From an optimization exercise on the open Yosys and OpenROAD flow, aimed at small area; shortcuts taken in it are not production practice.
In this exercise RTL edits were held to simulation tests only and were not proved equivalent to the original. The flow treats the clock pin as an ideal source, which a real chip does not have.

Setup of job 5588:
Design dct_top, start of the top module:
module dct_top(
	 input [7:0]x0,
	 input [7:0]x1,
	 input [7:0]x2,
	 input [7:0]x3,
	 input [7:0]x4,
	 input [7:0]x5,
	 input [7:0]x6,
	 input [7:0]x7,
	 input en,
	 input clk,
	 input rst,
	 output [13:0]y0,
	 output [13:0]y1,
	 output [13:0]y2,
	 output [13:0]y3,
	 output [13:0]y4,
	 output [13:0]y5,
	 output [13:0]y6,
	 output [13:0]y7
    );
Size in the first run: roughly 590 flip-flops, roughly 22000 sq um of cells after synthesis.
Settings: LEC_CHECK=0, CAP_MARGIN=20, CORE_MARGIN=2, CORE_UTILIZATION=40, SLEW_MARGIN=20; clock period 12.0 ns.
standard.sh (not shown) runs the stock make flow with config.mk's settings and CLKGATE_MAP_FILE= SYNTH_SCRIPT=/design/flow/synth_recipe.tcl, a recipe that flattens the netlist after the stock synthesis.
==> flow/flow/run.sh <==
#!/bin/bash
# Standard ORFS layout (the standard.sh: ORFS synthesis and place-and-route), with:
#  - an area-oriented ABC mapping script (flow/abc_area_nf.script) in place of ORFS's
#    abc_speed.script, in a copy of ORFS's scripts folder; everything else in that
#    copy is ORFS's own, so the registers and the rest of synthesis are unchanged;
#  - port buffers of the smallest buffer cell (buf_1);
#  - clock tree: larger sink clusters and no dummy loads, so fewer clock buffers.
set -euo pipefail
SM="$PWD/scripts_abc"
rm -rf "$SM"
cp -r "$FLOW_HOME/scripts" "$SM"
cp flow/abc_area_nf.script "$SM/abc_speed.script"
bash standard.sh \
  SCRIPTS_DIR="$SM" \
  BUFFER_PORTS_ARGS="-buffer_cell sky130_fd_sc_hd__buf_1" \
  CTS_ARGS="-sink_clustering_enable -repair_clock_nets -dont_use_dummy_load -sink_clustering_size 30 -sink_clustering_max_diameter 100" \
  finish > standard_make.log 2>&1
==> flow/flow/abc_area_nf.script <==
&get -n
&st
&dch -f
&nf -a -F 4 -A 4
&put
topo
stime -c
The final layout from job 5588, which completed every stage, passed the timing, DRC and antenna checks at the end of the flow.
The following lists how job 1638 was set up differently from job 5588:
--- a/flow/flow/run.sh
+++ b/flow/flow/run.sh
@@ -14,4 +14,4 @@
   SCRIPTS_DIR="$SM" \
   BUFFER_PORTS_ARGS="-buffer_cell sky130_fd_sc_hd__buf_1" \
-  CTS_ARGS="-sink_clustering_enable -repair_clock_nets -dont_use_dummy_load -sink_clustering_size 30 -sink_clustering_max_diameter 100" \
+  CTS_ARGS="-sink_clustering_enable -repair_clock_nets -dont_use_dummy_load -sink_clustering_size 28 -sink_clustering_max_diameter 90" \
   finish > standard_make.log 2>&1
Summary of job 1638 over job 5588: hold buffer count at cts roughly the same, die extent in y shows no meaningful change, maximum clock frequency stayed essentially flat, number of vias after detailed routing moved up, shortest period the worst path allows went down by 0.032 ns. Job 1638: buffer count excluding the clock tree in the final layout 0.49% below job 5588. First-pass GRT wire length: job 1638 vs job 5588, no meaningful difference. Count of cells along the worst hold path delta (job 5588 -> job 1638): insignificant.

* * *

## alpha
dct_top again, from the RTL that the note above started with.
clock: 12.0 ns
lec_check: 0
cap_margin: 20
core_margin: 2
core_utilization: 40
slew_margin: 20
==> flow/flow/run.sh <==
#!/bin/bash
# Standard ORFS layout (the standard.sh, unchanged synthesis), with two changes:
#  - port buffers use the smallest buffer cell (buf_1) instead of the default choice;
#  - clock tree: clkbuf_8 buffers, sink clusters of up to 18, no dummy loads.
set -euo pipefail
bash standard.sh \
  BUFFER_PORTS_ARGS="-buffer_cell sky130_fd_sc_hd__buf_1" \
  CTS_ARGS="-sink_clustering_enable -repair_clock_nets -dont_use_dummy_load -buf_list sky130_fd_sc_hd__clkbuf_8 -sink_clustering_size 18 -sink_clustering_max_diameter 60" \
  finish > standard_make.log 2>&1
alpha went all the way through synthesis, placement and routing and the layout is clean on timing, DRC and antenna.
### alpha -> beta
==> flow/flow/run.sh <==
#!/bin/bash
# Standard ORFS layout (the standard.sh: ORFS synthesis and place-and-route), with:
#  - an area-oriented ABC mapping script (flow/abc_area_nf.script) in place of ORFS's
#    abc_speed.script, in a copy of ORFS's scripts folder; everything else in that
#    copy is ORFS's own, so the registers and the rest of synthesis are unchanged;
#  - port buffers of the smallest buffer cell (buf_1);
#  - clock tree: clkbuf_8 buffers, sink clusters of up to 18, no dummy loads.
set -euo pipefail
SM="$PWD/scripts_abc"
rm -rf "$SM"
cp -r "$FLOW_HOME/scripts" "$SM"
cp flow/abc_area_nf.script "$SM/abc_speed.script"
bash standard.sh \
  SCRIPTS_DIR="$SM" \
  BUFFER_PORTS_ARGS="-buffer_cell sky130_fd_sc_hd__buf_1" \
  CTS_ARGS="-sink_clustering_enable -repair_clock_nets -dont_use_dummy_load -buf_list sky130_fd_sc_hd__clkbuf_8 -sink_clustering_size 18 -sink_clustering_max_diameter 60" \
  finish > standard_make.log 2>&1
==> flow/flow/abc_area_nf.script (new file) <==
&get -n
&st
&dch -f
&nf -a -F 4 -A 4
&put
topo
stime -c
--- outcome ---
Looking at source of the critical timing path, the addr[1] result is from beta; the addr[0] one comes from alpha. Top achievable clock speed went up slightly going from alpha to beta. When the final numbers for beta and alpha were put side by side, the post-DP HPWL turned out to be smaller in beta. Summary of beta over alpha: share of cells above drive strength 1 shrank by 7.8 points, final worst slack went up 0.059 ns. beta against alpha: finished layout cell area now sits lower, cell area after placement now sits lower, met1 routed wirelength after detailed routing now sits lower, final period utilization now sits lower, sequential share of layout area now sits higher.

* * *

== the baseline ==
Another version of the RTL of dct_top (not shown whole).
Size in the first run: ~2000 cells after synthesis, ~180 I/O pins, roughly 0.025 sq mm of cells after synthesis.
clock: 12.0 ns
lec_check: 0
cap_margin: 20
core_margin: 2
core_utilization: 40
cts_buf_list: sky130_fd_sc_hd__clkbuf_8
cts_cluster_size: 30
slew_margin: 20
run.sh (not shown) runs the stock make flow with config.mk's settings and CLKGATE_MAP_FILE= SYNTH_SCRIPT=/design/flow/synth_recipe.tcl, a recipe that flattens the netlist after the stock synthesis.
Stock flow here: none of the scripts above is used.
Input changes introduced in the candidate (baseline for comparison: the baseline):
Settings: a deleted CTS_BUF_LIST that had been sky130_fd_sc_hd__clkbuf_8; a deleted CTS_CLUSTER_SIZE that had been 30.
### Flow results
- As far as global-route congestion overflow total goes, the candidate and the baseline are indistinguishable; the numbers are identical.
- Against the baseline, the final cell area of the candidate is lower.
- Of the candidate and the baseline, it is the candidate that has the lower number of ordinary and repair buffers in the finished layout.
- Per the comparison of the candidate with the baseline, share of the clock period used by the worst path after layout went down, non-clock buffer contribution to total cell area did not really move, global-route usage went down.
- Average via count per standard cell is lower on the baseline

-- static timing again, ports no longer ideal --
The results above use ideal ports. As a check the final layouts listed here were re-extracted and re-timed, cells and wires unchanged. Step 1, drivers: a clkbuf_16 drives clk and a buf_2 each remaining input, both assumed. Step 2, shift: input delay + t, output delay - t, t = (earliest + latest rising clock arrival at the registers) / 2. This alone moves slack from input paths to output paths. Three values: ideal, step 1, step 2; two values: the first two.
run | shift t [ns] | setup WS [ns] | worst register clock-pin slew, ns | cell pins on the clock port's net
job 5588 | 0.636 | 0.479 / 0.422 / 1.058 | 0.12 / 0.12 | 1
job 1638 | 0.628 | 0.511 / 0.454 / 1.082 | 0.11 / 0.11 | 1
alpha | 0.686 | 0.378 / 0.324 / 1.010 | 0.11 / 0.11 | 1
beta | 0.681 | 0.437 / 0.384 / 1.065 | 0.11 / 0.11 | 1
the baseline | 0.689 | 0.394 / 0.340 / 1.029 | 0.07 / 0.07 | 1
the candidate | 0.621 | 0.461 / 0.404 / 1.026 | 0.07 / 0.07 | 1
After both steps every run listed still meets setup and hold.
